This is an optimization exercise on Yosys and OpenROAD, whose aim is small area, not a production implementation.
Where RTL was checked, it was by simulation tests only, not by an equivalence proof against the original.
No functional check of the RTL was part of runs 1, 2, 6 and 7.
Power is estimated from default activity; no workload was simulated.

## design/flow/config.mk

```make
export PLATFORM = sky130hd
export DESIGN_NAME = topModule
export DESIGN_NICKNAME = topModule
export VERILOG_FILES = /design/flow/design.v
export SDC_FILE = /design/flow/constraint.sdc
export NUM_CORES = 4
export LEC_CHECK = 0
export CAP_MARGIN = 20
export CORE_MARGIN = 2
export CORE_UTILIZATION = 40
export SLEW_MARGIN = 20
```

## design/flow/constraint.sdc

```tcl
create_clock -name core_clock -period 10.0 [get_ports {clk}]
set_input_delay 2.0000 -clock core_clock [delete_from_list [all_inputs] [get_ports {clk}]]
set_output_delay 2.0000 -clock core_clock [all_outputs]
set_load 0.01 [all_outputs]
```

## design/flow/design.v

```verilog
module topModule (
    input clk,
    input rst,
    input btnL,
    input [1:0] sw,
    input [3:0] JC_cols,
    input btnR,
    output audio_gain,
    output audio_shutdown,
    output audio_out,
    output reg [3:0] JC_rows,
    output [3:0] an,
    output reg [6:0] seg
);
    assign audio_shutdown = 1'b1;
    assign audio_gain = 1'b1;
    reg [5:0] c50;
    reg       k1;
    reg [3:0] d;
    wire w50  = c50[5] & c50[4] & c50[0];       
    wire w100 = w50 & k1;                       
    wire tick = w100 & ~d[0];                   
    wire ge25 = c50 >= 6'd25;
    wire k4 = ((d == 4'd1 || d == 4'd6) & (k1 | ge25)) | ((d == 4'd2 || d == 4'd7) & ~k1) |
              ((d == 4'd3 || d == 4'd8) & k1 & ge25) | (d == 4'd4) | (d == 4'd9);
    always @(posedge clk) begin
        if (rst) begin
            c50 <= 0; k1 <= 0; d <= 0;
        end else begin
            c50 <= w50 ? 6'd0 : c50 + 6'd1;
            if (w50) k1 <= ~k1;
            if (w100) d <= (d[3] & d[0]) ? 4'd0 : d + 4'd1;
        end
    end
    reg rl;
    always @(posedge clk) begin
        if (rst) rl <= 1'b1;
        else if (tick) rl <= 1'b0;
    end
    reg [1:0]  status;       
    reg [2:0]  ctr;          
    reg [2:0]  pctr;         
    reg [4:0]  db;           
    reg        validPin;
    reg        play, fail;
    reg [11:0] timer;
    reg [3:0]  bl;
    reg        clean;
    reg [4:0]  led;
    reg        adj_set;
    reg [7:0]  cpH, cpL;     
    reg [7:0]  stH, stL;     
    reg [7:0]  lpH, lpL;     
    reg        accS, accL;   
    wire en = tick & (status != 2'd1);
    wire pressed = (JC_cols != 4'b1111);
    wire edge_ = db[4] & db[2] & db[0];         
    wire dbmax = db[4] & db[2] & db[1];         
    wire R0 = ~JC_rows[0] & JC_rows[1];
    wire R1 = ~JC_rows[1] & JC_rows[0];
    wire R2 = ~JC_rows[2] & JC_rows[0];
    wire R3 = ~JC_rows[3] & JC_rows[0];
    wire K0 = (JC_cols == 4'b1110);
    wire K1 = (JC_cols == 4'b1101);
    wire K2 = (JC_cols == 4'b1011);
    wire K3 = (JC_cols == 4'b0111);
    wire isdig = (R0 & K3) | ((R0 | R1 | R2) & (K0 | K1 | K2));
    wire isC = R3 & K2;
    wire isE = R2 & K3;
    wire isD = R3 & K3;
    wire [3:0] dv = {K2 & ~R0, K1 | (K2 & R0), (K0 & (R1 | R2)) | (K1 & R2) | (K2 & R0),
                     ((K0 | K2) & ~R1) | (K1 & R1)};
    wire kev = en & edge_;
    wire wr = kev & isdig & ~ctr[2];
    wire wr0 = wr & (ctr[1:0] == 2'd0);
    wire wr1 = wr & (ctr[1:0] == 2'd1);
    wire wr2 = wr & (ctr[1:0] == 2'd2);
    wire wr3 = wr & (ctr[1:0] == 2'd3);
    always @(posedge clk) begin
        if (rst) begin
            JC_rows <= 4'b0000;
            db <= 0;
            ctr <= 0;
            pctr <= 3'd7;
            validPin <= 0;
        end else begin
            if (en) begin
                db <= !pressed ? 5'd0 : (dbmax ? db : db + 5'd1);
                if (!pressed)
                    JC_rows <= {JC_rows[2] | ~JC_rows[3], JC_rows[1] | ~JC_rows[3],
                                JC_rows[0] | ~JC_rows[3], JC_rows[3]};
                pctr <= ctr;
                validPin <= edge_ & isE & ctr[2];
            end
            if (kev) begin
                if (isdig) begin
                    if (!ctr[2]) ctr <= ctr + 3'd1;
                end else if (isC | (isE & ctr[2])) ctr <= 0;
                else if (isD) ctr <= ctr - 3'd1;
            end
        end
    end
    wire [7:0] cpH_rot = {cpH[6:0], cpH[7] & ~rl};
    wire [7:0] cpL_rot = {cpL[6:0], cpL[7] & ~rl};
    wire [7:0] cpH_wr = {dv[2:0], dv[3], dv[2:0], dv[3]};   
    wire [7:0] wmH = {{3{wr0}}, wr1, {3{wr1}}, wr0};
    wire [7:0] wmL = {{3{wr2}}, wr3, {3{wr3}}, wr2};
    always @(posedge clk) begin
        cpH <= (wmH & cpH_wr) | (~wmH & cpH_rot);
        cpL <= (wmL & cpH_wr) | (~wmL & cpL_rot);
    end
    wire [2:0] rb = 3'd2 - c50[2:0];
    wire rs = rl & ~k1;
    wire kH = (8'h43 >> rb);
    wire kL = (8'h21 >> rb);
    wire ldS = adj_set;                                
    wire ldL = play & fail & (timer == 12'd0);         
    always @(posedge clk) begin
        stH <= {stH[6:0], ldS ? cpH[7] : (rs ? kH : stH[7])};
        stL <= {stL[6:0], ldS ? cpL[7] : (rs ? kL : stL[7])};
        lpH <= {lpH[6:0], ldL ? cpH[7] : (lpH[7] & ~rl)};
        lpL <= {lpL[6:0], ldL ? cpL[7] : (lpL[7] & ~rl)};
    end
    wire eqS = (cpH[7] == stH[7]) & (cpL[7] == stL[7]);
    wire eqL = (cpH[7] == lpH[7]) & (cpL[7] == lpL[7]);
    always @(posedge clk) begin
        accS <= w50 | (accS & eqS);
        accL <= w50 | (accL & eqL);
    end
    wire match = accS & eqS;           
    wire newfail = ~(accL & eqL);
    always @(posedge clk) begin
        if (rst) begin
            status <= 0;
            play <= 0;
            fail <= 0;
            timer <= 0;
            bl <= 0;
            clean <= 0;
        end else if (tick) begin
            if (play) begin
                if (timer[11] & timer[8] & timer[7] & timer[6] & timer[2]) begin  
                    play <= 0;
                    timer <= 0;
                end else
                    timer <= timer + 12'd1;
            end
            if (clean)
                status <= 0;
            else begin
                case (status)
                    2'd0: if (validPin) begin
                        if (match) begin
                            status <= 1; fail <= 0; play <= 1; timer <= 0;
                        end else if (newfail) begin
                            fail <= 1; play <= 1; timer <= 0;
                        end
                    end
                    2'd1: if (sw[0]) status <= 2;
                    2'd2: if (validPin) status <= 0;
                    default: ;
                endcase
            end
            bl <= {bl[2:0], btnL};
            if (bl == 4'b1111) clean <= 1;
            else if (bl == 4'b0000) clean <= 0;
        end
    end
    assign audio_out = play & (fail ? k4 : k1);
    reg [1:0] slot;
    assign an = {~(rl | (slot == 2'd1)), ~(rl | (slot == 2'd2)),
                 ~(rl | (slot == 2'd3)), ~(rl | (slot == 2'd0))};
    reg [3:0] dig;
    always @(*) begin
        case (slot)
            2'd0: dig = cpH[7:4];
            2'd1: dig = cpH[3:0];
            2'd2: dig = cpL[7:4];
            default: dig = cpL[3:0];
        endcase
    end
    wire has  = (pctr > {1'b0, slot});    
    wire has0 = (pctr != 3'd0);
    reg [4:0] nled;
    always @(*) begin
        if (status == 2'd1) begin
            case (slot)
                2'd0: nled = 5'b00000;
                2'd1: nled = 5'b01100;
                2'd2: nled = 5'b01101;
                default: nled = 5'b01110;
            endcase
        end else if (status == 2'd2 && adj_set) begin
            case (slot)
                2'd0: nled = 5'b10101;
                2'd1: nled = 5'b01101;
                2'd2: nled = 5'b10110;
                default: nled = 5'b10111;
            endcase
        end else if (has)
            nled = {1'b0, dig};
        else if (has0)
            nled = 5'b01111;
        else if (status == 2'd0) begin
            case (slot)
                2'd0: nled = 5'b01010;
                2'd1: nled = 5'b00000;
                2'd2: nled = 5'b10000;
                default: nled = 5'b01011;
            endcase
        end else begin
            case (slot)
                2'd0: nled = 5'b10100;
                2'd1: nled = 5'b01011;
                default: nled = 5'b10111;
            endcase
        end
    end
    always @(posedge clk) begin
        if (rst) begin
            slot <= 2'd0;
            led <= 0;
            adj_set <= 0;
        end else if (tick) begin
            if (status != 2'd2) adj_set <= 0;
            else if (validPin) adj_set <= 1;
            slot <= slot + 2'd1;
            led <= nled;
        end
    end
    always @(*) begin
        seg[6] = (led[3] & led[1]) | (led[4] & led[1]) | (~led[3] & ~led[2] & ~led[1] & led[0]) | (~led[4] & ~led[3] & led[2] & ~led[1] & ~led[0]);
        seg[5] = ~((~led[2] & led[0]) | (~led[4] & ~led[1] & ~led[0]) | (~led[4] & ~led[3] & ~led[2]) | (led[4] & led[2] & ~led[1]) | (~led[4] & ~led[3] & led[1] & led[0]));
        seg[4] = (led[4] & led[1]) | (led[3] & led[2] & ~led[1]) | (~led[2] & led[1] & ~led[0]) | (led[4] & ~led[2]) | (led[3] & led[2] & led[0]);
        seg[3] = (led[2] & ~led[1] & ~led[0]) | (led[2] & led[1] & led[0]) | (led[3] & led[2] & led[1]) | (~led[3] & ~led[2] & ~led[1] & led[0]);
        seg[2] = (~led[3] & led[0]) | (~led[2] & ~led[1] & led[0]) | (led[2] & led[1] & led[0]) | (~led[4] & ~led[3] & led[2] & ~led[1]);
        seg[1] = (led[1] & led[0]) | (~led[3] & ~led[2] & led[1]) | (~led[3] & ~led[2] & led[0]) | (led[3] & led[2] & led[1]);
        seg[0] = (~led[3] & ~led[2] & ~led[1]) | (~led[3] & led[2] & led[1] & led[0]) | (led[3] & ~led[2] & led[1] & ~led[0]);
    end
endmodule
```

## design/flow/flow/run.sh

```bash
#!/bin/bash
# Own layout flow: the standard layout (standard.sh), with three changes:
#  - synthesis runs the standard flow's synthesis script (synth_recipe.tcl) unchanged, except that the final
#    ABC technology mapping uses flow/abc.script (area mapping, no buffering or upsizing)
#    instead of ORFS's speed script; registers and their names are not affected;
#  - buffer_ports puts a sky130_fd_sc_hd__buf_1 on every input and output port;
#  - clock tree synthesis uses clkbuf cells from CTS_BUFS and inserts no dummy loads.
# Each tool's output is in orfs/logs/; make's full output is in own_flow.log.
set -euo pipefail
W=$(pwd)
CTS_BUFS="sky130_fd_sc_hd__clkbuf_8"
CTS_EXTRA=""
{
  printf 'proc abc {args} {\n'
  printf '  set i [lsearch -exact $args -script]\n'
  printf '  if {$i >= 0} { lset args [expr {$i + 1}] {%s/flow/abc.script} }\n' "$W"
  printf '  puts "own flow: abc $args"\n'
  printf '  yosys abc {*}$args\n'
  printf '}\n'
  cat synth_recipe.tcl
} > own_synth.tcl
sed -E "s#SYNTH_SCRIPT=[^ ]*#SYNTH_SCRIPT=$W/own_synth.tcl#" standard.sh > own_standard.sh
grep -q "SYNTH_SCRIPT=$W/own_synth.tcl" own_standard.sh
export BUFFER_PORTS_ARGS="-buffer_cell sky130_fd_sc_hd__buf_1"
export CTS_ARGS="-sink_clustering_enable -repair_clock_nets -buf_list $CTS_BUFS -dont_use_dummy_load $CTS_EXTRA"
bash own_standard.sh > own_flow.log 2>&1
```

## design/flow/flow/abc.script

```
strash
&get -n
&st
&syn2
&dch
&nf
&put
strash
dch
map -a
```

## design/flow/standard.sh

```bash
#!/bin/bash
# synth_recipe.tcl (not shown) runs the flow's synth.tcl, then flattens the netlist and writes it again
# the make line also repeats each setting of config.mk as NAME=value (left out here)
make -C /OpenROAD-flow-scripts/flow DESIGN_CONFIG=/design/flow/config.mk WORK_HOME=/design/flow/orfs CLKGATE_MAP_FILE= SYNTH_SCRIPT=/design/flow/synth_recipe.tcl "${@:-finish}"
```

==> results of run 1 <==
==> final timing paths <==
kind	startpoint	end	slack, ps	cells past startpoint
min	stL[2]$_DFF_P_	stL[3]$_DFF_P_	310	0
min reg2reg	stL[2]$_DFF_P_	stL[3]$_DFF_P_	310	0
max	c50[0]$_SDFF_PP0_	db[4]$_SDFFE_PP0P_	5680	15
max reg2reg	c50[0]$_SDFF_PP0_	db[4]$_SDFFE_PP0P_	5680	15
==> cell usage after synthesis (all sizes together) <==
cell type	instances	area, um2
clkinv	88	330
a21oi	60	300
and3	1	7.51
ha	32	400
nor3b	1	7.51
nor4	4	25.0
a31oi	11	68.8
xnor2	4	35.0
a32oi	2	17.5
conb	1	3.75
o22ai	5	31.3
a41oi	1	8.76
nor2	83	312
o21a	1	7.51
nand2	72	270
buf	2	15.0
dfxtp	107	2140
a221oi	2	17.5
nand3	19	95.1
o311ai	1	8.76
nand4	5	31.3
a211oi	8	60.1
nor3	31	155
a22oi	8	60.1
or2	2	12.5
o211ai	2	15.0
xor2	3	26.3
o2111ai	1	8.76
o32ai	3	26.3
a2111oi	2	17.5
o221a	1	11.3
o21ai	56	280
==> through the flow <==
stage	util (%)	hold slack [ps]	total power, mW	instances	area, um2
after CTS	43.9	321	0.683	799	5210
after floorplan	-	310	0.466	620	4810
after global routing	43.9	326	0.704	799	5210
after global placement	42.8	311	0.474	790	5080
after detailed placement	42.8	312	0.476	790	5080
final	43.9	313	0.674	799	5210
==> worst max-delay path: stages (launching register included) <==
cell and delay [ps]:
dfxtp_1 490, clkinv_1 190, nor3_1 270, clkinv_1 170, nor2_1 210, clkinv_1 160
nor2_1 110, buf_4 240, clkinv_1 540, nor2_1 580, clkinv_1 310, a21oi_1 300
clkinv_1 200, nor2_1 260, a31oi_1 120, nor3_1 130
==> layout make-up <==
cell class / instances / area share (%)
clock buffer: 9 / 2.38
inverter: 88 / 6.34
multi-input combinational: 423 / 44.7
sequential: 107 / 41.1
tap: 147 / 3.53
timing repair buffer: 25 / 1.95
==> power by group through the flow <==
stage	combinational, mW	clock, mW	sequential, mW
floorplan	0.0143	0	0.452
detailed placement	0.0219	0	0.454
CTS	0.0221	0.217	0.444
finish	0.0218	0.209	0.444
global route	0.0251	0.234	0.445
global placement	0.0209	0	0.453
==> routing by layer <==
metal,GRT usage [%],part of all wire (%),up-vias
met5,0,0,-
met2,29.7,49,79
met3,4.30,3.4,7
li1,-,-,2173
met4,4.15,0.64,0
met1,20.9,47,1911
==> kinds of logic (layout without fill, tap and decap cells) <==
group,count (synthesis),after routing,synth area share (%)
adders and majority gates,32,32,8.33
xor gates and xnor gates,7,7,1.28
DFF,107,107,44.5
and+or+nand+nor,218,218,19.0
AOI/OAI and AO/OA,164,164,19.5
other,1,2,0.0780
buffers and inverters,90,122,7.18
==> flip-flops by register name, summed over array words and instances (netlist names), 5 cells and up <==
register,count
led,5
timer,12
stH,8
cpL,8
lpH,8
cpH,8
db,5
stL,8
lpL,8
c50,6
==> summary.txt, run 1 <==
#FFs+latches synth = 107
HPWL Detailed = 7640 um
I/O pin cnt = 28
RSZ-0062 raised after global routing = no
Register area = 2140 um2
Core region area = 11900 um2
Synth cell types = 32
Setup Buffers After CTS = 0
Crit Path Class = register to register
# port buffers = 23
Commonest non-fill, non-tap cell in the layout = dfxtp_1
Most frequent cells in the layout = dfxtp_1, clkinv_1, nor2_1
Netlist Area Pre-Place = 4810 um2
DR WL/cell = 13.0 um
Final setup viols = 0
Sw power = 0.148 mW
Area of the multi-input gates = 2320 um2
Post-Place Worst Slack = 5370 ps
Critical Path RT = 10310 ps
Total track usage = 17.0%
# fillers = 1178
Seq/Total Area, Yosys = 44.5%
Syn_area_per_cell = 7.77 um2
Post-CTS Resized = 0
Sequential power share = 65.8%
Worst Path Arrival = 4630 ps
Worst-path maximum fanout = 23
Clock Skew = 38.2 ps
Row count = 40
Via count = 4170
Fmax = 231 MHz
Root buffer cell = clkbuf_8
Max-slew violation count = 0
Final hold vios = 0
Diode count = 0
Number of global-route vias before repair = 3897
# DRC = 0
Final period utilization = 43.2%
CTS tree = built
Area grow syn2layout = 8.27%
Pwr dens = 129 nW/um2
Initial antenna violation count = 0
Fin nets = 696
Hold_buf cts = 0
TritonCTS buffer count = 9
Clock power share = 31.0%
Gr ovfl total = 0
Clk pin slew, worst setup/hold paths = 110 ps
Buffer depth of the longest clock path = 2
First-pass GRT wire length = 17900 um
Rel. slew slack = 59.4%
Initial Util = 40.5%
Number of H-tree levels = 3
Worst skew pair latency = 380 ps
Cells after synthesis = 619
Leakage = 1.82 nW
Final worst setup slack = 5680 ps
Drt total wl = 10400 um
Switching part of the total = 21.9%
Routed Antenna Nets = 0
Die width = 114 um
Final min period = 4320 ps
Vias per std cell = 5.22
Combinational power share = 3.2%
Hold Path Class = register to register
Yosys warns = 1
Pre-antenna DRT Iters = 7
Setup_tns = 0 ps
Peak VDD IR = 56.2 uV
Clock sinks = 107
Die span in y = 114 um
Largest net degree at the start of global routing = 27
Outcome = timing/DRC/antenna clean
Worst Setup End Kind = register
Max Cap Viol = 0
Int Power = 0.527 mW
DR iter-0 viols = 338
Crit path launch type = register
Least-Margin Pin Slew = 606 ps
GPL Wtd Cong = 0.868
Die area = 12900 um2
Layout cells sized above 1 = 2.30%
==> run 2, diff against run 1 <==
--- a/design/flow/flow/run.sh
+++ b/design/flow/flow/run.sh
@@ -8,7 +8,7 @@
 # Each tool's output is in orfs/logs/; make's full output is in own_flow.log.
 set -euo pipefail
 W=$(pwd)
-CTS_BUFS="sky130_fd_sc_hd__clkbuf_8"
+CTS_BUFS="sky130_fd_sc_hd__clkbuf_2 sky130_fd_sc_hd__clkbuf_4 sky130_fd_sc_hd__clkbuf_8"
 CTS_EXTRA=""
 {
   printf 'proc abc {args} {\n'
==> run 2 against run 1 <==
The flow now stops in 4_1_cts. Synthesized area stayed put. Synthesized cell count stayed put.
==> summary.txt, run 2 <==
# port buffers = 23 (unchanged)
Err = [ERROR STA-0564] clock_tree_synthesis positional arguments not supported.
GPL Wtd Cong = 0.868 (unchanged)
Cells after synthesis = 619 (unchanged)
Fail Step = 4_1_cts
Post-Synth Adder-Cell Area = 8.33% (unchanged)
Outcome = aborted with a tool error
Async S/R FF share, synth = 0% (unchanged)
Area share of the largest cell type after synthesis = 44.5% (unchanged)
Top cells by count, synth = dfxtp_1, clkinv_1, nor2_1
Initial Util = 40.5% (unchanged)
HPWL Detailed = 7640 um (unchanged)
Syn_area_per_cell = 7.77 um2 (unchanged)
Post-synthesis mux area share = 0% (unchanged)
Yosys warns = 1 (unchanged)
Die width = 114 um (unchanged)
Synth Flop Type = dfxtp_1
Synth cell types = 32 (unchanged)
I/O pin cnt = 28 (unchanged)
Largest cells by area after synthesis = dfxtp_1, ha_1, clkinv_1
Post-synth top area cell = dfxtp_1
Simple-gate portion of the synthesized area = 19.0% (unchanged)
EDFF count, synth = 0 (unchanged)
Compound-Gate Fraction of Synth Area = 19.5% (unchanged)
#FFs+latches synth = 107 (unchanged)
Die span in y = 114 um (unchanged)
Largest family of logic cells by synthesized area = compound AO/OA/AOI/OAI gates
Area share of xor/xnor cells in the synthesized design = 1.28% (unchanged)
Count leader, synth = dfxtp_1
Row count = 40 (unchanged)
DP Area = 5080 um2 (unchanged)
Netlist Area Pre-Place = 4810 um2 (unchanged)
Seq/Total Area, Yosys = 44.5% (unchanged)
## run 2: power groups by stage
stage | Combinational [mW] | Clock, mW | Sequential, mW
floorplan | 0.0143 | 0 | 0.452
global placement | 0.0209 | 0 | 0.453
detailed placement | 0.0219 | 0 | 0.454
## run 2: logic make-up after synthesis
family / after synthesis
other cells: 1
compound gates: 164
flops: 107
xor+xnor: 7
buf+inv: 90
fa+ha+maj: 32
simple gates: 218
## run 2: worst max-delay path by stage
stage / slack [ps] / start / end / depth (start not counted)
after floorplan: 6010 / c50[0]$_SDFF_PP0_ / db[4]$_SDFFE_PP0P_ / 14
after global placement: 5530 / JC_cols[0] / cpL[0]$_DFF_P_ / 14
after detailed placement: 5370 / JC_cols[0] / cpL[0]$_DFF_P_ / 14
## run 2: stage by stage
step / instances / util [%] / worst slack [ps] / power (mW)
floorplan: 620 / - / 6010 / 0.466
global placement: 790 / 42.8 / 5530 / 0.474
detailed placement: 790 / 42.8 / 5370 / 0.476
==> run 3, diff against run 2 <==
--- a/design/flow/design.v
+++ b/design/flow/design.v
@@ -43,7 +43,8 @@
     reg [4:0]  db;           
     reg        validPin;
     reg        play, fail;
-    reg [11:0] timer;
+    reg [2:0]  tp0, tp1, tp2, tp3;
+    reg        tc;
     reg [3:0]  bl;
     reg        clean;
     reg [4:0]  led;
@@ -114,7 +115,8 @@
     wire kH = (8'h43 >> rb);
     wire kL = (8'h21 >> rb);
     wire ldS = adj_set;                                
-    wire ldL = play & fail & (timer == 12'd0);         
+    wire tz = ~|{tp0, tp1, tp2, tp3, tc};               
+    wire ldL = play & fail & tz;                        
     always @(posedge clk) begin
         stH <= {stH[6:0], ldS ? cpH[7] : (rs ? kH : stH[7])};
         stL <= {stL[6:0], ldS ? cpL[7] : (rs ? kL : stL[7])};
@@ -129,33 +131,35 @@
     end
     wire match = accS & eqS;           
     wire newfail = ~(accL & eqL);
+    wire tend = tp3[2] & tp1[0] & tp1[1] & tp1[2] & tp0[2];    
+    wire start = tick & ~clean & (status == 2'd0) & validPin & (match | newfail);
+    wire cin = (tick & play & ~tend) | tc;
+    wire [3:0] tsum = {1'b0, tp3} + {3'b000, cin};
+    always @(posedge clk) begin
+        if (rst | start) begin
+            tp0 <= 0; tp1 <= 0; tp2 <= 0; tp3 <= 0; tc <= 0;
+        end else begin
+            tp0 <= tsum[2:0]; tp1 <= tp0; tp2 <= tp1; tp3 <= tp2; tc <= tsum[3];
+        end
+    end
     always @(posedge clk) begin
         if (rst) begin
             status <= 0;
             play <= 0;
             fail <= 0;
-            timer <= 0;
             bl <= 0;
             clean <= 0;
         end else if (tick) begin
-            if (play) begin
-                if (timer[11] & timer[8] & timer[7] & timer[6] & timer[2]) begin  
-                    play <= 0;
-                    timer <= 0;
-                end else
-                    timer <= timer + 12'd1;
+            if (play & tend) play <= 0;
+            if (start) begin
+                play <= 1;
+                fail <= ~match;
             end
             if (clean)
                 status <= 0;
             else begin
                 case (status)
-                    2'd0: if (validPin) begin
-                        if (match) begin
-                            status <= 1; fail <= 0; play <= 1; timer <= 0;
-                        end else if (newfail) begin
-                            fail <= 1; play <= 1; timer <= 0;
-                        end
-                    end
+                    2'd0: if (validPin & match) status <= 1;
                     2'd1: if (sw[0]) status <= 2;
                     2'd2: if (validPin) status <= 0;
                     default: ;
--- a/design/flow/flow/run.sh
+++ b/design/flow/flow/run.sh
@@ -8,7 +8,7 @@
 # Each tool's output is in orfs/logs/; make's full output is in own_flow.log.
 set -euo pipefail
 W=$(pwd)
-CTS_BUFS="sky130_fd_sc_hd__clkbuf_2 sky130_fd_sc_hd__clkbuf_4 sky130_fd_sc_hd__clkbuf_8"
+CTS_BUFS="sky130_fd_sc_hd__clkbuf_4 sky130_fd_sc_hd__clkbuf_8"
 CTS_EXTRA=""
 {
   printf 'proc abc {args} {\n'
@@ -22,5 +22,5 @@
 sed -E "s#SYNTH_SCRIPT=[^ ]*#SYNTH_SCRIPT=$W/own_synth.tcl#" standard.sh > own_standard.sh
 grep -q "SYNTH_SCRIPT=$W/own_synth.tcl" own_standard.sh
 export BUFFER_PORTS_ARGS="-buffer_cell sky130_fd_sc_hd__buf_1"
-export CTS_ARGS="-sink_clustering_enable -repair_clock_nets -buf_list $CTS_BUFS -dont_use_dummy_load $CTS_EXTRA"
+export CTS_ARGS="-sink_clustering_enable -repair_clock_nets -buf_list {$CTS_BUFS} -dont_use_dummy_load $CTS_EXTRA"
 bash own_standard.sh > own_flow.log 2>&1
==> run 3 against run 2 <==
The run now finishes clean. Synthesized area fell by 3.8%. Synthesized cell count fell by 8.2%.
==> summary.txt, run 3 <==
Row count = 39 (-2.5%)
I/O pin cnt = 28 (unchanged)
Total track usage = 16.0%
DR WL/cell = 12.9 um
Clock sinks = 108
Pre-antenna DRT Iters = 5
Die span in y = 112 um (-1.9%)
Gr ovfl total = 0
Via count = 3895
Setup_tns = 0 ps
# port buffers = 23 (unchanged)
DR iter-0 viols = 280
Routed Antenna Nets = 0
Layout cells sized above 1 = 2.66%
Peak VDD IR = 108 uV
Worst Path Arrival = 2170 ps
Slowest-stage cell, CP = dfxtp_1
Initial Util = 40.7% (+0.14 points)
Async S/R FF share, synth = 0% (unchanged)
Top cells by count, synth = dfxtp_1, clkinv_1, nand2_1, nor2_1, o21ai_0
Outcome = timing/DRC/antenna clean
Delay-heaviest family, CP = compound AO/OA/AOI/OAI gates
Crit path launch type = register
Setup Buffers After CTS = 0
Rel. slew slack = 60.8%
Syn_area_per_cell = 8.14 um2 (+4.8%)
Fin nets = 645
Synth Flop Type = dfxtp_1
# fillers = 1129
Largest net degree at the start of global routing = 26
Crit path launch = c50[0]$_SDFF_PP0_
Final setup viols = 0
Critical Path RT = 8000 ps
Post-synth top area cell = dfxtp_1
EDFF count, synth = 0 (unchanged)
Final hold vios = 0
Clock Skew = 31.3 ps
Crit Path Class = register to output pin
#FFs+latches synth = 108 (+0.93%)
Netlist Area Pre-Place = 4620 um2 (-3.8%)
Root buffer cell = clkbuf_8
Cells after synthesis = 568 (-8.2%)
Synth cell types = 34 (+6.3%)
TritonCTS buffer count = 9
Core region area = 11400 um2
Worst-path maximum fanout = 7
Leakage = 1.82 nW
Number of H-tree levels = 3
Fmax = 240 MHz
Count leader, synth = dfxtp_1
CTS tree = built
Initial antenna violation count = 0
Area share of the largest cell type after synthesis = 46.8% (+2.2 points)
# DRC = 0
HP Start = stH[1]$_DFF_P_
Commonest non-fill, non-tap cell in the layout = dfxtp_1
Post-layout power = 0.677 mW
Die area = 12400 um2
Hold_buf cts = 0
Die width = 112 um (-1.9%)
RSZ-0062 raised after global routing = no
Hold Slack = 321 ps
Buffer depth of the longest clock path = 2
Seq/Total Area, Yosys = 46.8% (+2.2 points)
Diode count = 0
Most frequent CP cell = a21oi_1
Number of global-route vias before repair = 3643
HPWL Detailed = 7030 um (-7.9%)
First-pass GRT wire length = 16500 um
Final period utilization = 41.7%
Clk pin slew, worst setup/hold paths = 100 ps
Post-CTS Resized = 0
Yosys warns = 1 (unchanged)
Final core occ = 44.1%
Max Cap Viol = 0
Most frequent cells in the layout = dfxtp_1, clkinv_1, nor2_1, nand2_1, o21ai_0
Least-Margin Pin Slew = 582 ps
Worst Setup End Kind = output pin
Largest cells by area after synthesis = dfxtp_1, ha_1, o21ai_0
Final instance area = 5020 um2
Max-slew violation count = 0
Worst skew pair latency = 370 ps
Hold Path Class = register to register
Vias per std cell = 5.24
Cell breakdown of the critical path = clkinv_1, ha_1, a21oi_1, a21oi_1, o311a_2, o22ai_1, buf_1
DP Area = 4890 um2 (-3.7%)
Final min period = 4170 ps
Drt total wl = 9590 um
R2r startpoint = c50[0]$_SDFF_PP0_
Pwr dens = 135 nW/um2
Area grow syn2layout = 8.50%
GPL Wtd Cong = 0.910 (+4.9%)
Critical path buffers and inverters = 2
CP peak stage delay = 460 ps
[run 3: cell count changes after synthesis, sizes merged, moves of 6 or more]
cell    before  now
nand2       72   66
o21ai       56   63
nor3        31   17
o211ai       2    8
a21oi       60   45
nor2        83   66
nand3       19   11
[run 3: area by class of cell]
cell class | instances | area, um2 | area share (%)
multi-input combinational | 375 | 2140 | 42.6
clock buffer | 9 | 124 | 2.47
timing repair buffer | 25 | 101 | 2.02
inverter | 84 | 315 | 6.28
tap | 143 | 179 | 3.57
sequential | 108 | 2160 | 43.1
[run 3: worst reg2reg max path, stage by stage (launching register included)]
cell and delay, ps:
dfxtp_1 460, clkinv_1 190, nor3_1 330, clkinv_1 190, nor2_1 210, clkinv_1 160
nor2_1 120, buf_4 230, clkinv_1 340, nor2_1 480, clkinv_1 300, a31oi_1 270
clkinv_1 170, nor2_1 290, a31oi_1 120, a311oi_1 190
[run 3: layer usage]
layer / track usage [%] / wire, um / share of wire, % / up-vias
met5: 0 / 0 / 0 / -
met4: 5.43 / 156 / 1.6 / 0
met3: 3.76 / 413 / 4.3 / 16
met2: 26.0 / 4440 / 46 / 94
met1: 21.1 / 4580 / 48 / 1771
li1: - / - / - / 2014
[run 3: final timing paths]
path         slack, ps                 end  cells after the start
max               5830           audio_out                      7
min                320      stH[2]$_DFF_P_                      0
max reg2reg       5830  db[4]$_SDFFE_PP0P_                     15
min reg2reg        320      stH[2]$_DFF_P_                      0
[run 3: cells by family after synthesis]
kind of cell / Yosys count / share of synthesized area [%]
mux: 1 / 0.216
simple gates: 173 / 15.5
compound gates: 163 / 20.9
other cells: 1 / 0.0811
flops: 108 / 46.8
xor+xnor: 4 / 0.758
buf+inv: 86 / 7.14
fa+ha+maj: 32 / 8.66
[run 3: through the flow]
| stage | setup slack (ps) | instances |
|---|---|---|
| 4_1_cts | 5800 | 744 |
| 6_report | 5830 | 744 |
| 3_3_place_gp | 5970 | 735 |
| 3_5_place_dp | 5920 | 735 |
| 5_1_grt | 5200 | 744 |
| 2_1_floorplan | 6340 | 569 |
[run 3: power by group]
part / switching [mW] / internal [mW] / total [mW] / leakage [nW]
sequential: 0.00507 / 0.443 / 0.448 / 0.875
combinational: 0.0149 / 0.00701 / 0.0219 / 0.876
clock: 0.126 / 0.0811 / 0.208 / 0.0647
total: 0.146 / 0.531 / 0.677 / 1.82
==> run 4, diff against run 3 <==
--- a/design/flow/flow/run.sh
+++ b/design/flow/flow/run.sh
@@ -8,7 +8,7 @@
 # Each tool's output is in orfs/logs/; make's full output is in own_flow.log.
 set -euo pipefail
 W=$(pwd)
-CTS_BUFS="sky130_fd_sc_hd__clkbuf_4 sky130_fd_sc_hd__clkbuf_8"
+CTS_BUFS="sky130_fd_sc_hd__clkbuf_8"
 CTS_EXTRA=""
 {
   printf 'proc abc {args} {\n'
==> run 4 against run 3 <==
Global-route usage unchanged. Still clean. Cell count unchanged. Sequential power is essentially flat.
==> summary.txt, run 4 <==
Hold_buf cts = 0 (unchanged)
Max-slew violation count = 0 (unchanged)
Root buffer cell = clkbuf_8
Die width = 112 um (unchanged)
Post-synth top area cell = dfxtp_1
Area share of the largest cell type after synthesis = 46.8% (unchanged)
Setup_tns = 0 ps (unchanged)
Post-Place Worst Slack = 5920 ps (unchanged)
Drt total wl = 9590 um (unchanged)
Most frequent CP cell = a21oi_1
DR iter-0 viols = 280 (unchanged)
Slowest-stage cell, CP = dfxtp_1
HPWL Detailed = 7030 um (unchanged)
EDFF count, synth = 0 (unchanged)
Setup Buffers After CTS = 0 (unchanged)
Clock sinks = 108 (unchanged)
Synth cell types = 34 (unchanged)
Routed Antenna Nets = 0 (unchanged)
I/O pin cnt = 28 (unchanged)
Initial antenna violation count = 0 (unchanged)
Syn_area_per_cell = 8.14 um2 (unchanged)
Commonest non-fill, non-tap cell in the layout = dfxtp_1
Crit path launch type = register
Largest cells by area after synthesis = dfxtp_1, ha_1, o21ai_0
Row count = 39 (unchanged)
Peak VDD IR = 108 uV (unchanged)
Gr ovfl total = 0 (unchanged)
CTS tree = built
Clock power share = 30.7% (about the same)
# port buffers = 23 (unchanged)
Final period utilization = 41.7% (unchanged)
Sw power = 0.146 mW (unchanged)
GPL Wtd Cong = 0.910 (unchanged)
Final instance area = 5020 um2 (unchanged)
Most frequent cells in the layout = dfxtp_1, clkinv_1, nor2_1, nand2_1, o21ai_0
Clk pin slew, worst setup/hold paths = 100 ps (about the same)
Final min period = 4170 ps (unchanged)
Largest net degree at the start of global routing = 26 (unchanged)
Leakage = 1.82 nW (unchanged)
Int Power = 0.531 mW (unchanged)
Final worst setup slack = 5830 ps (unchanged)
Delay-heaviest family, CP = compound AO/OA/AOI/OAI gates
Worst skew pair latency = 370 ps (about the same)
Async S/R FF share, synth = 0% (unchanged)
Rel. slew slack = 60.8% (unchanged)
TritonCTS buffer count = 9 (unchanged)
Hold Path Class = register to register
Fmax = 240 MHz (unchanged)
Final setup viols = 0 (unchanged)
Diode count = 0 (unchanged)
Worst-path maximum fanout = 7 (unchanged)
Buffer depth of the longest clock path = 2 (unchanged)
CP peak stage delay = 460 ps (about the same)
RSZ-0062 raised after global routing = no
Final hold vios = 0 (unchanged)
Post-CTS Resized = 0 (unchanged)
DP Area = 4890 um2 (unchanged)
Critical Path RT = 8000 ps (about the same)
Combinational power share = 3.2% (about the same)
Fin nets = 645 (unchanged)
Count leader, synth = dfxtp_1
# DRC = 0 (unchanged)
Total track usage = 16.0% (unchanged)
Netlist Area Pre-Place = 4620 um2 (unchanged)
Vias per std cell = 5.24 (unchanged)
Core region area = 11400 um2 (unchanged)
Pwr dens = 135 nW/um2 (unchanged)
DR WL/cell = 12.9 um (unchanged)
Worst Setup End Kind = output pin
Area grow syn2layout = 8.50% (unchanged)
Layout cells sized above 1 = 2.66% (unchanged)
Clock Skew = 31.3 ps (unchanged)
Post-layout power = 0.677 mW (unchanged)
Cells after synthesis = 568 (unchanged)
Die span in y = 112 um (unchanged)
#FFs+latches synth = 108 (unchanged)
Via count = 3895 (unchanged)
Switching part of the total = 21.6% (unchanged)
Seq/Total Area, Yosys = 46.8% (unchanged)
Yosys warns = 1 (unchanged)
First-pass GRT wire length = 16500 um (unchanged)
Cell breakdown of the critical path = clkinv_1, ha_1, a21oi_1, a21oi_1, o311a_2, o22ai_1, buf_1
Least-Margin Pin Slew = 582 ps (unchanged)
Crit Path Class = register to output pin
Synth Flop Type = dfxtp_1
Pre-antenna DRT Iters = 5 (unchanged)
Die area = 12400 um2 (unchanged)
Worst Path Arrival = 2170 ps (about the same)
Number of H-tree levels = 3 (unchanged)
# fillers = 1129 (unchanged)
Number of global-route vias before repair = 3643 (unchanged)
Max Cap Viol = 0 (unchanged)
Top cells by count, synth = dfxtp_1, clkinv_1, nand2_1, nor2_1, o21ai_0
Sequential power share = 66.1% (about the same)
Initial Util = 40.7% (unchanged)
Outcome = timing/DRC/antenna clean
Critical path buffers and inverters = 2 (unchanged)
run 4: cell counts in the layout (fill, tap and decap cells not counted):
No cell type changed its count.
run 4: final cells by class:
class / count / area (um2) / share of cell area, %
Multi-Input combinational cell: 375 / 2140 / 42.6
Inverter: 84 / 315 / 6.28
Tap cell: 143 / 179 / 3.57
Timing Repair Buffer: 25 / 101 / 2.02
Clock buffer: 9 / 124 / 2.47
Sequential cell: 108 / 2160 / 43.1
run 4: power groups by stage:
stage | combinational [mW] | sequential [mW] | clock [mW]
floorplan | 0.0146 | 0.456 | 0
global route | 0.0252 | 0.449 | 0.231
finish | 0.0219 | 0.448 | 0.208
CTS | 0.0220 | 0.448 | 0.218
detailed placement | 0.0218 | 0.458 | 0
global placement | 0.0211 | 0.458 | 0
run 4: logic make-up (layout without fill, tap and decap cells):
logic type / Yosys count / count (layout) / share of synthesized area [%]
adder cells (fa/ha/maj): 32 / 32 / 8.66
AND/OR/NAND/NOR: 173 / 173 / 15.5
multiplexers: 1 / 1 / 0.216
buffers and inverters: 86 / 118 / 7.14
XOR/XNOR: 4 / 4 / 0.758
other: 1 / 2 / 0.0811
flip-flops: 108 / 108 / 46.8
AO/OA/AOI/OAI: 163 / 163 / 20.9
run 4: worst paths after layout:
| kind | start | to | slack [ps] | cells past startpoint |
|---|---|---|---|---|
| worst min register to register | stH[1]$_DFF_P_ | stH[2]$_DFF_P_ | 320 | 0 |
| worst min-delay path | stH[1]$_DFF_P_ | stH[2]$_DFF_P_ | 320 | 0 |
| worst max register to register | c50[0]$_SDFF_PP0_ | db[4]$_SDFFE_PP0P_ | 5830 | 15 |
| worst max-delay path | c50[0]$_SDFF_PP0_ | audio_out | 5830 | 7 |
run 4: layer usage:
metal | vias up | share of wire, % | global-route usage [%] | wire (um)
met4 | 0 | 1.6 | 5.43 | 156
li1 | 2014 | - | - | -
met1 | 1771 | 48 | 21.1 | 4580
met2 | 94 | 46 | 26.0 | 4440
met3 | 16 | 4.3 | 3.76 | 413
met5 | - | 0 | 0 | 0
run 4: through the flow:
stage | util (%) | hold slack, ps | std cells
after floorplan | - | 310 | 569
after global placement | 43.0 | 311 | 735
after detailed placement | 43.0 | 312 | 735
after CTS | 44.1 | 318 | 744
after global routing | 44.1 | 323 | 744
final | 44.1 | 321 | 744
run 4: worst reg2reg max path: cells and delay by family, from the launching register on:
| kind | cells | cell delay (ps) |
|---|---|---|
| buffers and inverters | 7 | 1580 |
| and+or+nand+nor | 5 | 1430 |
| DFF | 1 | 460 |
| AOI/OAI and AO/OA | 3 | 580 |
==> run 5, diff against run 4 <==
--- a/design/flow/flow/run.sh
+++ b/design/flow/flow/run.sh
@@ -8,8 +8,8 @@
 # Each tool's output is in orfs/logs/; make's full output is in own_flow.log.
 set -euo pipefail
 W=$(pwd)
-CTS_BUFS="sky130_fd_sc_hd__clkbuf_8"
-CTS_EXTRA=""
+CTS_BUFS=${CTS_BUFS:-sky130_fd_sc_hd__clkbuf_4 sky130_fd_sc_hd__clkbuf_8}
+CTS_EXTRA=${CTS_EXTRA:-}
 {
   printf 'proc abc {args} {\n'
   printf '  set i [lsearch -exact $args -script]\n'
==> run 5 against run 4 <==
Still clean. Clock skew unchanged. Routed wire length unchanged. Register-to-register slack about the same. Critical path type unchanged. Largest power group unchanged.
==> summary.txt, run 5 <==
Switching part of the total = 21.6% (unchanged)
Final min period = 4170 ps (unchanged)
Fmax = 240 MHz (unchanged)
Root buffer cell = clkbuf_8
Routed Antenna Nets = 0 (unchanged)
Final period utilization = 41.7% (unchanged)
Most frequent CP cell = a21oi_1
Number of H-tree levels = 3 (unchanged)
CP peak stage delay = 460 ps (about the same)
Initial antenna violation count = 0 (unchanged)
Slowest-stage cell, CP = dfxtp_1
Hold_buf cts = 0 (unchanged)
Clk pin slew, worst setup/hold paths = 100 ps (about the same)
Sw power = 0.146 mW (unchanged)
Via count = 3895 (unchanged)
Largest cells by area after synthesis = dfxtp_1, ha_1, o21ai_0
Rel. slew slack = 60.8% (unchanged)
Worst Setup End Kind = output pin
Die span in y = 112 um (unchanged)
EDFF count, synth = 0 (unchanged)
Worst-path maximum fanout = 7 (unchanged)
RSZ-0062 raised after global routing = no
# port buffers = 23 (unchanged)
Clock Skew = 31.3 ps (unchanged)
Outcome = timing/DRC/antenna clean
Netlist Area Pre-Place = 4620 um2 (unchanged)
Die area = 12400 um2 (unchanged)
Crit path launch type = register
Peak VDD IR = 108 uV (unchanged)
Final hold vios = 0 (unchanged)
Clock power share = 30.7% (about the same)
Delay-heaviest family, CP = compound AO/OA/AOI/OAI gates
Area grow syn2layout = 8.50% (unchanged)
TritonCTS buffer count = 9 (unchanged)
Core region area = 11400 um2 (unchanged)
DR WL/cell = 12.9 um (unchanged)
Number of global-route vias before repair = 3643 (unchanged)
Combinational power share = 3.2% (about the same)
Row count = 39 (unchanged)
Worst skew pair latency = 370 ps (about the same)
Crit Path Class = register to output pin
Yosys warns = 1 (unchanged)
Worst Path Arrival = 2170 ps (about the same)
I/O pin cnt = 28 (unchanged)
Layout cells sized above 1 = 2.66% (unchanged)
Cells after synthesis = 568 (unchanged)
WL met1 = 4580 um (unchanged)
Fin nets = 645 (unchanged)
Highest routed layer = met4
Post-CTS Resized = 0 (unchanged)
CTS tree = built
Synth cell types = 34 (unchanged)
Vias per std cell = 5.24 (unchanged)
Gr ovfl total = 0 (unchanged)
Cell breakdown of the critical path = clkinv_1, ha_1, a21oi_1, a21oi_1, o311a_2, o22ai_1, buf_1
# DRC = 0 (unchanged)
Die width = 112 um (unchanged)
Routed wl met3 = 413 um (unchanged)
Pre-antenna DRT Iters = 5 (unchanged)
Diode count = 0 (unchanged)
#FFs+latches synth = 108 (unchanged)
Clock sinks = 108 (unchanged)
Commonest non-fill, non-tap cell in the layout = dfxtp_1
Setup_tns = 0 ps (unchanged)
Post-layout power = 0.677 mW (unchanged)
Max-slew violation count = 0 (unchanged)
Most frequent cells in the layout = dfxtp_1, clkinv_1, nor2_1, nand2_1, o21ai_0
GPL Wtd Cong = 0.910 (unchanged)
Pwr dens = 135 nW/um2 (unchanged)
Post-synth top area cell = dfxtp_1
Leakage = 1.82 nW (unchanged)
Met2 Wirelength = 4440 um (unchanged)
Setup Buffers After CTS = 0 (unchanged)
Critical Path RT = 8000 ps (about the same)
Syn_area_per_cell = 8.14 um2 (unchanged)
Critical path buffers and inverters = 2 (unchanged)
Initial Util = 40.7% (unchanged)
Top cells by count, synth = dfxtp_1, clkinv_1, nand2_1, nor2_1, o21ai_0
Buffer depth of the longest clock path = 2 (unchanged)
DR iter-0 viols = 280 (unchanged)
Total track usage = 16.0% (unchanged)
Area share of the largest cell type after synthesis = 46.8% (unchanged)
First-pass GRT wire length = 16500 um (unchanged)
Max Cap Viol = 0 (unchanged)
Dpl cells = 735 (unchanged)
Synth Flop Type = dfxtp_1
Async S/R FF share, synth = 0% (unchanged)
Least-Margin Pin Slew = 582 ps (unchanged)
Drt total wl = 9590 um (unchanged)
Hold Path Class = register to register
Final setup viols = 0 (unchanged)
Int Power = 0.531 mW (unchanged)
Layout Cells excl Fill = 744 (unchanged)
Count leader, synth = dfxtp_1
Sequential power share = 66.1% (about the same)
Seq/Total Area, Yosys = 46.8% (unchanged)
HPWL Detailed = 7030 um (unchanged)
Largest net degree at the start of global routing = 26 (unchanged)
==> run 5: cell counts in the layout (fill, tap and decap cells not counted) <==
Identical to the previous run, type by type.
==> run 5: power groups by stage <==
stage | logic (mW) | clock network (mW) | registers (mW)
after detailed placement | 0.0218 | 0 | 0.458
after global placement | 0.0211 | 0 | 0.458
final | 0.0219 | 0.208 | 0.448
after CTS | 0.0220 | 0.218 | 0.448
after global routing | 0.0252 | 0.231 | 0.449
after floorplan | 0.0146 | 0 | 0.456
==> run 5: worst paths after layout <==
check | slack [ps] | to | start | cells past startpoint
worst min register to register | 320 | stH[2]$_DFF_P_ | stH[1]$_DFF_P_ | 0
worst min-delay path | 320 | stH[2]$_DFF_P_ | stH[1]$_DFF_P_ | 0
worst max register to register | 5830 | db[4]$_SDFFE_PP0P_ | c50[0]$_SDFF_PP0_ | 15
worst max-delay path | 5830 | audio_out | c50[0]$_SDFF_PP0_ | 7
==> run 5: logic make-up after synthesis <==
group                      after synthesis  synth area share [%]
buffers and inverters                   86                  7.14
AOI/OAI and AO/OA                      163                  20.9
xor gates and xnor gates                 4                 0.758
and+or+nand+nor                        173                  15.5
muxes                                    1                 0.216
adders and majority gates               32                  8.66
DFF                                    108                  46.8
other                                    1                0.0811
==> run 5: per-stage QoR <==
step	instance area [um2]	util, %	worst slack [ps]	hold slack (ps)
2_1_floorplan	4630	-	6340	310
3_3_place_gp	4890	43.0	5970	311
3_5_place_dp	4890	43.0	5920	312
4_1_cts	5020	44.1	5800	318
5_1_grt	5020	44.1	5200	323
6_report	5020	44.1	5830	321
==> run 5: per-layer routing <==
| metal | GRT usage (%) | vias up |
|---|---|---|
| met5 | 0 | - |
| met2 | 26.0 | 94 |
| met1 | 21.1 | 1771 |
| li1 | - | 2014 |
| met4 | 5.43 | 0 |
| met3 | 3.76 | 16 |
==> run 5: area by class of cell <==
class / count / area [um2]
inverters: 84 / 315
clock buffers: 9 / 124
well taps: 143 / 179
repair buffers: 25 / 101
fillers: 1129 / 6350
multi-input cells: 375 / 2140
flip-flops and latches: 108 / 2160
==> run 6, diff against run 5 <==
--- a/design/flow/design.v
+++ b/design/flow/design.v
@@ -185,41 +185,9 @@
     end
     wire has  = (pctr > {1'b0, slot});    
     wire has0 = (pctr != 3'd0);
-    reg [4:0] nled;
-    always @(*) begin
-        if (status == 2'd1) begin
-            case (slot)
-                2'd0: nled = 5'b00000;
-                2'd1: nled = 5'b01100;
-                2'd2: nled = 5'b01101;
-                default: nled = 5'b01110;
-            endcase
-        end else if (status == 2'd2 && adj_set) begin
-            case (slot)
-                2'd0: nled = 5'b10101;
-                2'd1: nled = 5'b01101;
-                2'd2: nled = 5'b10110;
-                default: nled = 5'b10111;
-            endcase
-        end else if (has)
-            nled = {1'b0, dig};
-        else if (has0)
-            nled = 5'b01111;
-        else if (status == 2'd0) begin
-            case (slot)
-                2'd0: nled = 5'b01010;
-                2'd1: nled = 5'b00000;
-                2'd2: nled = 5'b10000;
-                default: nled = 5'b01011;
-            endcase
-        end else begin
-            case (slot)
-                2'd0: nled = 5'b10100;
-                2'd1: nled = 5'b01011;
-                default: nled = 5'b10111;
-            endcase
-        end
-    end
+    wire isword = (status == 2'd1) | ((status == 2'd2) & adj_set) | ~has0;
+    wire [1:0] wcode = {status[1], (status == 2'd0) | (status[1] & ~adj_set)};
+    wire [4:0] nled = isword ? {1'b1, slot, wcode} : (has ? {1'b0, dig} : 5'b01111);
     always @(posedge clk) begin
         if (rst) begin
             slot <= 2'd0;
@@ -233,12 +201,12 @@
         end
     end
     always @(*) begin
-        seg[6] = (led[3] & led[1]) | (led[4] & led[1]) | (~led[3] & ~led[2] & ~led[1] & led[0]) | (~led[4] & ~led[3] & led[2] & ~led[1] & ~led[0]);
-        seg[5] = ~((~led[2] & led[0]) | (~led[4] & ~led[1] & ~led[0]) | (~led[4] & ~led[3] & ~led[2]) | (led[4] & led[2] & ~led[1]) | (~led[4] & ~led[3] & led[1] & led[0]));
-        seg[4] = (led[4] & led[1]) | (led[3] & led[2] & ~led[1]) | (~led[2] & led[1] & ~led[0]) | (led[4] & ~led[2]) | (led[3] & led[2] & led[0]);
-        seg[3] = (led[2] & ~led[1] & ~led[0]) | (led[2] & led[1] & led[0]) | (led[3] & led[2] & led[1]) | (~led[3] & ~led[2] & ~led[1] & led[0]);
-        seg[2] = (~led[3] & led[0]) | (~led[2] & ~led[1] & led[0]) | (led[2] & led[1] & led[0]) | (~led[4] & ~led[3] & led[2] & ~led[1]);
-        seg[1] = (led[1] & led[0]) | (~led[3] & ~led[2] & led[1]) | (~led[3] & ~led[2] & led[0]) | (led[3] & led[2] & led[1]);
-        seg[0] = (~led[3] & ~led[2] & ~led[1]) | (~led[3] & led[2] & led[1] & led[0]) | (led[3] & ~led[2] & led[1] & ~led[0]);
+        seg[6] = (led[3] & led[2]) | (led[3] & led[1]) | (~led[3] & ~led[2] & ~led[1] & led[0]) | (~led[4] & led[2] & ~led[1] & ~led[0]) | (led[4] & led[2] & led[1] & led[0]);
+        seg[5] = ~((~led[4] & ~led[2]) | (~led[3] & ~led[1] & ~led[0]) | (~led[3] & led[1] & led[0]) | (led[4] & led[2] & ~led[1] & led[0]));
+        seg[4] = (led[3] & led[1]) | (led[4] & led[3] & ~led[2]) | (led[4] & ~led[3] & led[2] & ~led[0]) | (~led[4] & ~led[2] & led[1] & ~led[0]) | (led[4] & ~led[2] & ~led[1] & led[0]);
+        seg[3] = (led[3] & led[2] & led[1]) | (led[2] & ~led[1] & ~led[0]) | (led[4] & ~led[2] & led[1] & led[0]) | (~led[4] & led[2] & led[1] & led[0]) | (~led[4] & ~led[3] & ~led[2] & ~led[1] & led[0]);
+        seg[2] = (~led[4] & led[0]) | (led[3] & led[2] & led[1]) | (~led[4] & led[2] & ~led[1]) | (led[3] & led[1] & led[0]) | (led[4] & ~led[3] & ~led[2] & led[1] & ~led[0]);
+        seg[1] = (led[3] & led[2]) | (~led[4] & ~led[2] & led[1]) | (led[2] & led[1] & led[0]) | (led[3] & led[1] & led[0]) | (~led[4] & ~led[3] & ~led[2] & led[0]);
+        seg[0] = (~led[3] & ~led[2] & ~led[1]) | (led[4] & led[3] & ~led[2] & led[0]) | (led[4] & led[3] & led[2] & led[1]) | (led[4] & ~led[3] & ~led[1] & led[0]) | (~led[4] & ~led[3] & led[2] & led[1] & led[0]);
     end
 endmodule
--- a/design/flow/flow/run.sh
+++ b/design/flow/flow/run.sh
@@ -8,8 +8,8 @@
 # Each tool's output is in orfs/logs/; make's full output is in own_flow.log.
 set -euo pipefail
 W=$(pwd)
-CTS_BUFS=${CTS_BUFS:-sky130_fd_sc_hd__clkbuf_4 sky130_fd_sc_hd__clkbuf_8}
-CTS_EXTRA=${CTS_EXTRA:-}
+CTS_BUFS="sky130_fd_sc_hd__clkbuf_4 sky130_fd_sc_hd__clkbuf_8"
+CTS_EXTRA=""
 {
   printf 'proc abc {args} {\n'
   printf '  set i [lsearch -exact $args -script]\n'
==> run 6 against run 5 <==
First-iteration DRC count shrank 18%. Synthesized cell count shrank 0.70%. Routed wire length shrank 1.5%. Non-clock buffer count is the same. Combinational power shrank 5%. Largest cell class unchanged. Largest power group unchanged. Cell area shrank 0.95%. Clock skew grew 3.7 ps. Core utilization is essentially flat. Hold slack lost 19 ps. Highest routed layer unchanged.
==> summary.txt, run 6 <==
Met2 Track Usage GR = 27.3% (+1.3 points)
Final setup viols = 0 (unchanged)
Number of global-route vias before repair = 3618 (-0.69%)
Fin nets = 638 (-1.1%)
Die area = 12300 um2 (-0.98%)
Worst Setup End Kind = register
CP peak stage delay = 390 ps (-70 ps)
Diode count = 0 (unchanged)
Max-slew violation count = 0 (unchanged)
RSZ-0062 raised after global routing = no
Leakage = 1.85 nW (+1.8%)
Layout cells sized above 1 = 3.18% (+0.52 points)
Netlist Area Pre-Place = 4580 um2 (-1.0%)
Pwr dens = 136 nW/um2 (+0.87%)
Worst Path Arrival = 4980 ps (+2810 ps)
Met1 Use GR = 19.3% (-1.8 points)
Cells after synthesis = 564 (-0.70%)
DR WL/cell = 12.8 um (-0.93%)
First-pass GRT wire length = 16000 um (-2.9%)
Setup_tns = 0 ps (unchanged)
Die width = 111 um (-0.49%)
HPWL Detailed = 6980 um (-0.74%)
Number of H-tree levels = 3 (unchanged)
Root buffer cell = clkbuf_8
Setup Buffers After CTS = 0 (unchanged)
Buffer depth of the longest clock path = 2 (unchanged)
Clock Skew = 35.1 ps (+3.72 ps)
Routed Antenna Nets = 0 (unchanged)
TritonCTS buffer count = 9 (unchanged)
GPL Wtd Cong = 0.877 (-3.6%)
Outcome = timing/DRC/antenna clean
Most frequent CP cell = clkinv_1
Area share of the largest cell type after synthesis = 47.2% (+0.49 points)
HP Start = lpL[5]$_DFF_P_
Post-Place Worst Slack = 4910 ps (-1010 ps)
Peak VDD IR = 79.4 uV (-26%)
Final hold vios = 0 (unchanged)
Most frequent cells in the layout = dfxtp_1, clkinv_1, nor2_1
R2r startpoint = c50[0]$_SDFF_PP0_
Grt met3 use = 4.37% (+0.62 points)
Crit path launch type = input port
Drt total wl = 9450 um (-1.5%)
Critical path buffers and inverters = 7 (+5)
Synth Flop Type = dfxtp_1
Top Usage Layer GRT = met2
Cell breakdown of the critical path = buf_1, clkinv_1, nor2_1, clkinv_1, nor3_1, clkinv_1, o21ai_0, clkinv_1, nor2_1, clkinv_1, nor2_1, clkinv_1, nor2_1, mux2_2
Rel. slew slack = 42.3% (-18 points)
Fmax = 211 MHz (-12%)
Pre-antenna DRT Iters = 5 (unchanged)
Least-Margin Pin Slew = 854 ps (+271 ps)
Crit Path Class = input port to register
Die span in y = 111 um (-0.49%)
Initial antenna violation count = 0 (unchanged)
Max Cap Viol = 0 (unchanged)
Post-layout power = 0.677 mW (about the same)
Crit path launch = JC_cols[0]
# DRC = 0 (unchanged)
Count leader, synth = dfxtp_1
Largest net degree at the start of global routing = 26 (unchanged)
Critical Path RT = 10250 ps (+2250 ps)
Async S/R FF share, synth = 0% (unchanged)
Synth cell types = 35 (+2.9%)
Post-CTS Resized = 0 (unchanged)
Largest cells by area after synthesis = dfxtp_1, ha_1, clkinv_1
Hold Path Class = register to register
Final period utilization = 47.3% (+5.7 points)
Worst-path maximum fanout = 6 (-1)
Final min period = 4730 ps (+565 ps)
Core region area = 11300 um2 (-0.86%)
DR iter-0 viols = 229 (-18%)
Final worst setup slack = 5270 ps (-565 ps)
Post-synth top area cell = dfxtp_1
Yosys warns = 1 (unchanged)
Total track usage = 15.7% (-0.30 points)
# port buffers = 23 (unchanged)
Seq/Total Area, Yosys = 47.2% (+0.49 points)
Hold_buf cts = 0 (unchanged)
Initial Util = 40.6% (-0.070 points)
Area grow syn2layout = 8.58% (about the same)
Commonest non-fill, non-tap cell in the layout = dfxtp_1
Clk pin slew, worst setup/hold paths = 110 ps (about the same)
Worst skew pair latency = 380 ps (about the same)
# fillers = 1136 (+0.62%)
Gr ovfl total = 0 (unchanged)
Via count = 3751 (-3.7%)
Syn_area_per_cell = 8.12 um2 (-0.33%)
Delay-heaviest family, CP = simple AND/OR/NAND/NOR gates
Hold Slack = 302 ps (-18.7 ps)
EDFF count, synth = 0 (unchanged)
#FFs+latches synth = 108 (unchanged)
Vias per std cell = 5.07 (-3.2%)
Row count = 39 (unchanged)
I/O pin cnt = 28 (unchanged)
CTS tree = built
Clock sinks = 108 (unchanged)
Top cells by count, synth = dfxtp_1, clkinv_1, nor2_1
Slowest-stage cell, CP = mux2_2
-- run 6: logic make-up (layout without fill, tap and decap cells) --
logic type	Yosys count	after routing	synth area share, %
other cells	1	2	0.0819
mux	5	5	1.20
simple gates	184	184	16.4
buf+inv	90	122	7.55
fa+ha+maj	29	29	7.93
flops	108	108	47.2
xor+xnor	5	5	0.957
compound gates	142	142	18.6
-- run 6: power breakdown --
| group | switching, mW | total (mW) | leakage (nW) | internal [mW] |
|---|---|---|---|---|
| clock network | 0.127 | 0.208 | 0.0647 | 0.0812 |
| logic | 0.0142 | 0.0208 | 0.908 | 0.00665 |
| registers | 0.00495 | 0.447 | 0.875 | 0.442 |
-- run 6: layout make-up --
| cell class | instances | area, um2 | share of cell area (%) |
|---|---|---|---|
| flip-flops and latches | 108 | 2160 | 43.5 |
| multi-input cells | 367 | 2070 | 41.7 |
| inverters | 88 | 330 | 6.65 |
| well taps | 143 | 179 | 3.60 |
| clock buffers | 9 | 124 | 2.49 |
| repair buffers | 25 | 101 | 2.04 |
-- run 6: routing by layer --
layer  routed length [um]  vias up
li1                     -     1981
met1                 4610     1708
met2                 4450       58
met3                  350        4
met4                   40        0
met5                    0        -
-- run 6: path summary, 6_finish.rpt --
kind	to	slack (ps)	cells past startpoint
setup / recovery	cpH[1]$_DFF_P_	5270	14
setup reg to reg	cpH[1]$_DFF_P_	5320	16
hold reg to reg	lpL[6]$_DFF_P_	300	0
hold / removal	lpL[6]$_DFF_P_	300	0
-- run 6: stage by stage --
stage | utilization [%] | std cells | instance area [um2]
finish | 44.1 | 740 | 4970
global route | 44.1 | 740 | 4970
CTS | 44.1 | 740 | 4970
detailed placement | 43.0 | 731 | 4850
global placement | 43.0 | 731 | 4850
floorplan | - | 565 | 4580
-- run 6: worst register-to-register path: stages, from the launching register on --
cell,delay (ps)
dfxtp_1,480
clkinv_1,180
nor3_1,250
clkinv_1,190
nor2_1,200
clkinv_1,150
nor2_1,110
buf_4,220
clkinv_1,400
nor2_1,450
clkinv_1,260
nor4_1,370
clkinv_1,210
nor2_1,250
clkinv_1,120
nor2_1,350
mux2_2,390
==> run 7, diff against run 6 <==
--- a/design/flow/flow/run.sh
+++ b/design/flow/flow/run.sh
@@ -8,8 +8,8 @@
 # Each tool's output is in orfs/logs/; make's full output is in own_flow.log.
 set -euo pipefail
 W=$(pwd)
-CTS_BUFS="sky130_fd_sc_hd__clkbuf_4 sky130_fd_sc_hd__clkbuf_8"
-CTS_EXTRA=""
+CTS_BUFS="sky130_fd_sc_hd__clkbuf_16"
+CTS_EXTRA="-sink_clustering_size 60 -sink_clustering_max_diameter 400"
 {
   printf 'proc abc {args} {\n'
   printf '  set i [lsearch -exact $args -script]\n'
==> run 7 against run 6 <==
Count of clock-buffer cells in the layout unchanged. Critical path depth did not move. Sequential cell count unchanged. Routed wire length rose by 0.70%. Critical path type unchanged.
==> summary.txt, run 7 <==
Outcome = timing/DRC/antenna clean
Yosys warns = 1 (unchanged)
Cells after synthesis = 564 (unchanged)
Pwr dens = 151 nW/um2 (+11%)
Root buffer cell = clkbuf_16
Seq/Total Area, Yosys = 47.2% (unchanged)
Routed Antenna Nets = 0 (unchanged)
Max-slew violation count = 0 (unchanged)
Die span in y = 111 um (unchanged)
Gr ovfl total = 0 (unchanged)
Final core occ = 45.0% (+0.90 points)
Hold Slack = 308 ps (+6.55 ps)
Rel. slew slack = 44.0% (+1.6 points)
Netlist Area Pre-Place = 4580 um2 (unchanged)
Pre-antenna DRT Iters = 4 (-1)
Initial antenna violation count = 0 (unchanged)
Clock Skew = 21.8 ps (-13.3 ps)
I/O pin cnt = 28 (unchanged)
Area share of xor/xnor cells in the synthesized design = 0.957% (unchanged)
Syn_area_per_cell = 8.12 um2 (unchanged)
Post-synthesis mux area share = 1.20% (unchanged)
Post-CTS Resized = 0 (unchanged)
Setup Buffers After CTS = 0 (unchanged)
Hold_buf cts = 0 (unchanged)
Number of global-route vias before repair = 3631 (+0.36%)
Via count = 3761 (+0.27%)
Post-synth top area cell = dfxtp_1
First-pass GRT wire length = 16100 um (+0.51%)
Initial Util = 40.6% (unchanged)
Leakage = 1.89 nW (+2.5%)
Layout cells sized above 1 = 3.18% (unchanged)
DR WL/cell = 12.9 um (+0.70%)
Final setup viols = 0 (unchanged)
Area grow syn2layout = 10.8%
Compound-Gate Fraction of Synth Area = 18.6% (unchanged)
Worst-path maximum fanout = 6 (unchanged)
Diode count = 0 (unchanged)
Peak VDD IR = 112 uV (+41%)
Largest net degree at the start of global routing = 26 (unchanged)
Least-Margin Pin Slew = 830 ps (-24.2 ps)
Setup_tns = 0 ps (unchanged)
Area share of the largest cell type after synthesis = 47.2% (unchanged)
TritonCTS buffer count = 9 (unchanged)
Core region area = 11300 um2 (unchanged)
Post-Synth Adder-Cell Area = 7.93% (unchanged)
Dpl cells = 731 (unchanged)
Final hold vios = 0 (unchanged)
Total track usage = 15.8% (+0.085 points)
Die area = 12300 um2 (unchanged)
Async S/R FF share, synth = 0% (unchanged)
Buffer depth of the longest clock path = 2 (unchanged)
Number of H-tree levels = 3 (unchanged)
GPL Wtd Cong = 0.877 (unchanged)
Die width = 111 um (unchanged)
Clock sinks = 108 (unchanged)
Layout Cells excl Fill = 740 (unchanged)
EDFF count, synth = 0 (unchanged)
Worst Path Arrival = 4960 ps (-20 ps)
CTS tree = built
Crit path launch type = input port
# port buffers = 23 (unchanged)
Max Cap Viol = 0 (unchanged)
Crit Path Class = input port to register
Worst skew pair latency = 350 ps (-30 ps)
Final worst setup slack = 5270 ps (+0.830 ps)
Fmax = 211 MHz (about the same)
DR iter-0 viols = 245 (+7.0%)
Fin nets = 638 (unchanged)
# fillers = 1131 (-0.44%)
Most frequent cells in the layout = dfxtp_1, clkinv_1, nor2_1
HPWL Detailed = 6980 um (unchanged)
Hold Path Class = register to register
Commonest non-fill, non-tap cell in the layout = dfxtp_1
# DRC = 0 (unchanged)
Post-Place Worst Slack = 4910 ps (unchanged)
Largest family of logic cells by synthesized area = compound AO/OA/AOI/OAI gates
Final period utilization = 47.3% (about the same)
Worst Setup End Kind = register
Largest cells by area after synthesis = dfxtp_1, ha_1, clkinv_1
Top cells by count, synth = dfxtp_1, clkinv_1, nor2_1
RSZ-0062 raised after global routing = no
Final min period = 4730 ps (-0.830 ps)
#FFs+latches synth = 108 (unchanged)
Critical Path RT = 10230 ps (-20 ps)
Simple-gate portion of the synthesized area = 16.4% (unchanged)
Clk pin slew, worst setup/hold paths = 80 ps (-30 ps)
Synth cell types = 35 (unchanged)
Drt total wl = 9520 um (+0.70%)
Count leader, synth = dfxtp_1
Synth Flop Type = dfxtp_1
Vias per std cell = 5.08 (+0.27%)
Row count = 39 (unchanged)
==> run 7: metrics by stage <==
stage	total power, mW	instance area [um2]
finish	0.766	5070
global route	0.795	5070
CTS	0.777	5070
detailed placement	0.478	4850
global placement	0.478	4850
floorplan	0.470	4580
==> run 7: cells by family (layout without fill, tap and decap cells) <==
logic type	count (synthesis)	count (layout)
AND/OR/NAND/NOR	184	184
other	1	2
XOR/XNOR	5	5
adder cells (fa/ha/maj)	29	29
flip-flops	108	108
buffers and inverters	90	122
AO/OA/AOI/OAI	142	142
multiplexers	5	5
==> run 7: final timing paths <==
check | startpoint | endpoint | slack [ps] | depth (start not counted)
min | lpL[5]$_DFF_P_ | lpL[6]$_DFF_P_ | 310 | 0
min reg2reg | lpL[5]$_DFF_P_ | lpL[6]$_DFF_P_ | 310 | 0
max | JC_cols[0] | cpL[1]$_DFF_P_ | 5270 | 14
max reg2reg | c50[0]$_SDFF_PP0_ | cpL[1]$_DFF_P_ | 5330 | 16
==> run 7: per-layer routing <==
layer	track usage [%]	wire length (um)	vias up
met5	0	0	-
met4	4.67	91	0
met3	4.05	323	17
met2	27.4	4480	76
met1	19.4	4620	1692
li1	-	-	1976
==> run 7: worst max-delay path, stage by stage <==
cell      delay [ps]
buf_1            180
clkinv_1         160
nor2_1           180
clkinv_1         100
nor3_1           310
clkinv_1         100
o21ai_0          380
clkinv_1         150
nor2_1           190
clkinv_1         100
nor2_1           230
clkinv_1         120
nor2_1           350
mux2_2           380
==> run 7: cell type report <==
cell class / count / area (um2) / area share [%]
sequential: 108 / 2160 / 42.6
clock buffer: 9 / 225 / 4.44
timing repair buffer: 25 / 101 / 2.00
tap: 143 / 179 / 3.53
multi-input combinational: 367 / 2070 / 40.9
inverter: 88 / 330 / 6.51
==> run 7: power breakdown <==
| part | total (mW) | switching, mW | internal, mW |
|---|---|---|---|
| Sequential | 0.448 | 0.00499 | 0.443 |
| Clock | 0.297 | 0.138 | 0.159 |
| Combinational | 0.0210 | 0.0144 | 0.00666 |
| Total | 0.766 | 0.158 | 0.609 |

==> re-timing with driven ports <==
How much do the figures lean on ideal ports? The routed layouts below were timed once more, with nothing changed but the port constraints.
Step 1: set_driving_cell puts a clkbuf_16 on clk and a buf_2 on each other input, an assumption about the parent block.
Step 2, shift: input delay + t, output delay - t, t = (earliest + latest rising clock arrival at the registers) / 2. This alone moves slack from input paths to output paths.
a / b / c = ideal / step 1 / step 2; a / b = the first two.
| run | t, ns | setup WS [ns] | clock arrival spread, ns |
|---|---|---|---|
| run 1 | 0.392 | 5.676 / 5.676 / 5.320 | 0.039 / 0.039 |
| run 3 | 0.387 | 5.832 / 5.801 / 5.834 | 0.032 / 0.031 |
| run 4 | 0.387 | 5.832 / 5.801 / 5.834 | 0.032 / 0.031 |
| run 5 | 0.387 | 5.832 / 5.801 / 5.834 | 0.032 / 0.031 |
| run 6 | 0.390 | 5.267 / 5.275 / 4.884 | 0.035 / 0.035 |
| run 7 | 0.372 | 5.268 / 5.280 / 4.908 | 0.022 / 0.022 |
After both steps setup and hold are still met in every run listed. For run 6, which loses most, drivers alone change the setup slack by +0.008 ns; drivers and shift together by -0.383 ns.
